From an optimization exercise on the open Yosys and OpenROAD flow, aimed at small area, a short achievable clock period and few clock cycles; shortcuts taken in it are not production practice.
The RTL was checked by simulation tests, not by an equivalence proof against the original design.

Setup of alpha:
Design DnCNN, start of the top module:
module DnCNN (
    input wire clk,
    input wire rst_n,
    input wire compute_start,
    output reg compute_finish,
    input wire [31:0] scale_C1,
    input wire [31:0] scale_C2,
    input wire [31:0] scale_C3,
    input wire [31:0] scale_C4,
    input wire [31:0] scale_C5,
    input wire [31:0] scale_C6,
    input wire [31:0] scale_C7,
    output wire [ 3:0] sram_weight_wea0,
    output reg [15:0] sram_weight_addr0,
    output wire [31:0] sram_weight_wdata0,
    input wire [31:0] sram_weight_rdata0,
    output wire [ 3:0] sram_weight_wea1,
    output reg [15:0] sram_weight_addr1,
    output wire [31:0] sram_weight_wdata1,
    input wire [31:0] sram_weight_rdata1,
    output reg [ 3:0] sram_act_wea0,
    output reg [15:0] sram_act_addr0,
    output reg [31:0] sram_act_wdata0,
    input wire [31:0] sram_act_rdata0,
    output reg [ 3:0] sram_act_wea1,
    output reg [15:0] sram_act_addr1,
    output reg [31:0] sram_act_wdata1,
    input wire [31:0] sram_act_rdata1
);
Size in the first run: about 560 I/O pins.
export LEC_CHECK = 0
export CAP_MARGIN = 40
export CORE_MARGIN = 2
export CORE_UTILIZATION = 50
export CTS_CLUSTER_DIAMETER = 120
export CTS_CLUSTER_SIZE = 16
export SLEW_MARGIN = 40
create_clock -name core_clock -period 12.0 [get_ports {clk}]
standard.sh (not shown) runs the stock make flow with config.mk's settings and CLKGATE_MAP_FILE= SYNTH_SCRIPT=/design/flow/synth_recipe.tcl, a recipe that flattens the netlist after the stock synthesis.
==> flow/flow/run.sh <==
#!/bin/bash
# The standard layout with two changes:
#  - synthesis runs the standard flow's synthesis script with Yosys's early ABC pass off
#    (synth -noabc), so that the hand-built carry-save trees reach full-adder
#    extraction as written; the result is used only if its flip-flops (names
#    and cell types) are exactly those of the standard synthesis, else the
#    standard synthesis is used;
#  - timing repair is asked to leave extra setup slack.
set -uo pipefail
RES=orfs/results/sky130hd/DnCNN/base
bash standard.sh WORK_HOME="$PWD/ref" synth > synth_ref.log 2>&1 || exit 1
bash standard.sh SYNTH_SCRIPT="$PWD/flow/synth_noabc.tcl" synth > synth_own.log 2>&1 || exit 1
python3 flow/ffs.py ref/results/sky130hd/DnCNN/base/1_2_yosys.v > ffs_ref.txt
python3 flow/ffs.py $RES/1_2_yosys.v > ffs_own.txt
if cmp -s ffs_ref.txt ffs_own.txt && [ -s ffs_ref.txt ]; then
  echo "own synthesis: same flip-flops as the standard one, using it" > synth_choice.log
else
  echo "own synthesis: flip-flops differ, using the standard synthesis" > synth_choice.log
  diff ffs_ref.txt ffs_own.txt | head -50 >> synth_choice.log
  rm -rf orfs
  bash standard.sh synth > synth_std.log 2>&1 || exit 1
fi
bash standard.sh SETUP_SLACK_MARGIN=7.5 finish > layout.log 2>&1
==> flow/flow/ffs.py <==
# Lists the flip-flops (instance name, cell type without drive strength) of a netlist.
import re, sys
txt = open(sys.argv[1]).read()
ffs = set()
for m in re.finditer(r'\b(sky130_fd_sc_hd__\w+)\s+(\\\S+|\S+)\s*\(', txt):
    cell, name = m.group(1), m.group(2)
    base = re.sub(r'_\d+$', '', cell)
    if re.match(r'sky130_fd_sc_hd__(e?dfx|dfr|dfs|dfb|sdf|sedf|df)', base):
        ffs.add(f"{name} {base}")
print("\n".join(sorted(ffs)))
==> flow/flow/synth_noabc.tcl <==
proc synth {args} { yosys synth -nofsm -noshare -noabc {*}$args }
source $::env(SCRIPTS_DIR)/synth.tcl
# left out here: clear keep_hierarchy, flatten, clean up, hide names made inside functions, write 1_2_yosys.v
Testbench counts of alpha, summed over its fixed seeds: cycles 410,888.
## Diff of input files: beta against alpha
# alpha
export LEC_CHECK = 0
export CAP_MARGIN = 40
export CORE_MARGIN = 2
export CORE_UTILIZATION = 50
export CTS_CLUSTER_DIAMETER = 120
export CTS_CLUSTER_SIZE = 16
export SLEW_MARGIN = 40
create_clock -name core_clock -period 12.0 [get_ports {clk}]
# beta
export LEC_CHECK = 0
export CAP_MARGIN = 40
export CORE_MARGIN = 2
export CORE_UTILIZATION = 40
export CTS_CLUSTER_DIAMETER = 120
export CTS_CLUSTER_SIZE = 16
export SLEW_MARGIN = 40
create_clock -name core_clock -period 12.0 [get_ports {clk}]
diff --git a/flow/flow/run.sh b/flow/flow/run.sh
--- a/flow/flow/run.sh
+++ b/flow/flow/run.sh
@@ -23 +23 @@
-bash standard.sh SETUP_SLACK_MARGIN=7.5 finish > layout.log 2>&1
+bash standard.sh SETUP_SLACK_MARGIN=7.8 finish > layout.log 2>&1
--- outcome ---
- beta: flow completed, timing, DRC and antenna clean
- Fraction of layout cells with a size suffix above 1: beta > alpha
- In the flow results for alpha and beta, the remaining max-slew budget at the tightest pin is larger on alpha.
- Taking alpha as the reference, in beta clock period minus worst slack fell by 58 ps; simple-gate share of the synthesized area was more or less identical.
The inputs of gamma differ from those of beta as listed below.
# beta
export LEC_CHECK = 0
export CAP_MARGIN = 40
export CORE_MARGIN = 2
export CORE_UTILIZATION = 40
export CTS_CLUSTER_DIAMETER = 120
export CTS_CLUSTER_SIZE = 16
export SLEW_MARGIN = 40
create_clock -name core_clock -period 12.0 [get_ports {clk}]
# gamma
export LEC_CHECK = 0
export CAP_MARGIN = 40
export CORE_MARGIN = 2
export CORE_UTILIZATION = 50
export CTS_CLUSTER_DIAMETER = 120
export CTS_CLUSTER_SIZE = 16
export SLEW_MARGIN = 40
create_clock -name core_clock -period 12.0 [get_ports {clk}]
diff --git a/flow/flow/run.sh b/flow/flow/run.sh
--- a/flow/flow/run.sh
+++ b/flow/flow/run.sh
@@ -23 +23 @@
-bash standard.sh SETUP_SLACK_MARGIN=7.8 finish > layout.log 2>&1
+bash standard.sh SETUP_SLACK_MARGIN=7.2 finish > layout.log 2>&1
- gamma: done, clean on timing, DRC and antenna
- gamma against beta: global routing met2 resource utilization climbed 7.9 points; minimum clock period climbed 320 ps; pin count of the biggest net entering global routing climbed 4.
- Diff beta -> gamma: storage element area closely matched the old numbers.
- Against beta as the reference, gamma delivers a lower fill cell instance count of the final layout.
- Worst slack on hold paths: gamma vs beta, no meaningful difference
- | relative slew slack | lower: beta |
Modified inputs, delta compared to gamma
# gamma
export LEC_CHECK = 0
export CAP_MARGIN = 40
export CORE_MARGIN = 2
export CORE_UTILIZATION = 50
export CTS_CLUSTER_DIAMETER = 120
export CTS_CLUSTER_SIZE = 16
export SLEW_MARGIN = 40
create_clock -name core_clock -period 12.0 [get_ports {clk}]
# delta
export LEC_CHECK = 0
export CAP_MARGIN = 40
export CORE_MARGIN = 2
export CORE_UTILIZATION = 40
export CTS_CLUSTER_DIAMETER = 120
export CTS_CLUSTER_SIZE = 16
export SLEW_MARGIN = 40
create_clock -name core_clock -period 12.0 [get_ports {clk}]
diff --git a/flow/flow/run.sh b/flow/flow/run.sh
--- a/flow/flow/run.sh
+++ b/flow/flow/run.sh
@@ -23 +23 @@
-bash standard.sh SETUP_SLACK_MARGIN=7.2 finish > layout.log 2>&1
+bash standard.sh SETUP_SLACK_MARGIN=8.1 finish > layout.log 2>&1
Results
Transition time at the pin with the least slew margin ended up 190 ps higher on delta than on gamma.
Final RePlAce weighted congestion was lower in the run labelled delta.
Between delta and gamma, it is delta whose total CTS buffers is higher, by about 2.6%.
[compare] base=gamma new=delta: utilization went down 5.3 points; estimated wirelength of the detail-placed design up 85000 um.
delta completed end to end with timing, DRC and antenna clean.

## separate check: timing with driven ports
In the flow no input, the clock included, has a driving cell. The finished layouts below were timed again as built, in two steps. Step 1: set_driving_cell puts a clkbuf_16 on clk and a buf_2 on each other input, an assumption about the parent block. Step 2 also shifts input and output timing later by t, the mid clock arrival at the registers, as if the neighbouring blocks saw the same clock. Three values: ideal ports, drivers, drivers and shift; two values: the first two.
run | shift t [ns] | slack for setup (ns) | worst setup path after step 2 | slew at the worst register clock pin (ns)
alpha | 1.330 | 7.448 / 7.383 / 7.385 | input to register | 0.10 / 0.10
beta | 1.308 | 7.506 / 7.506 / 7.184 | input to register | 0.10 / 0.10
gamma | 1.316 | 7.188 / 7.158 / 7.188 | register to register | 0.10 / 0.10
delta | 1.337 | 7.716 / 7.636 / 7.239 | input to register | 0.10 / 0.10
After both steps setup and hold are still met in every run listed. For delta, which loses most, drivers alone change the setup slack by -0.080 ns; drivers and shift together by -0.477 ns.
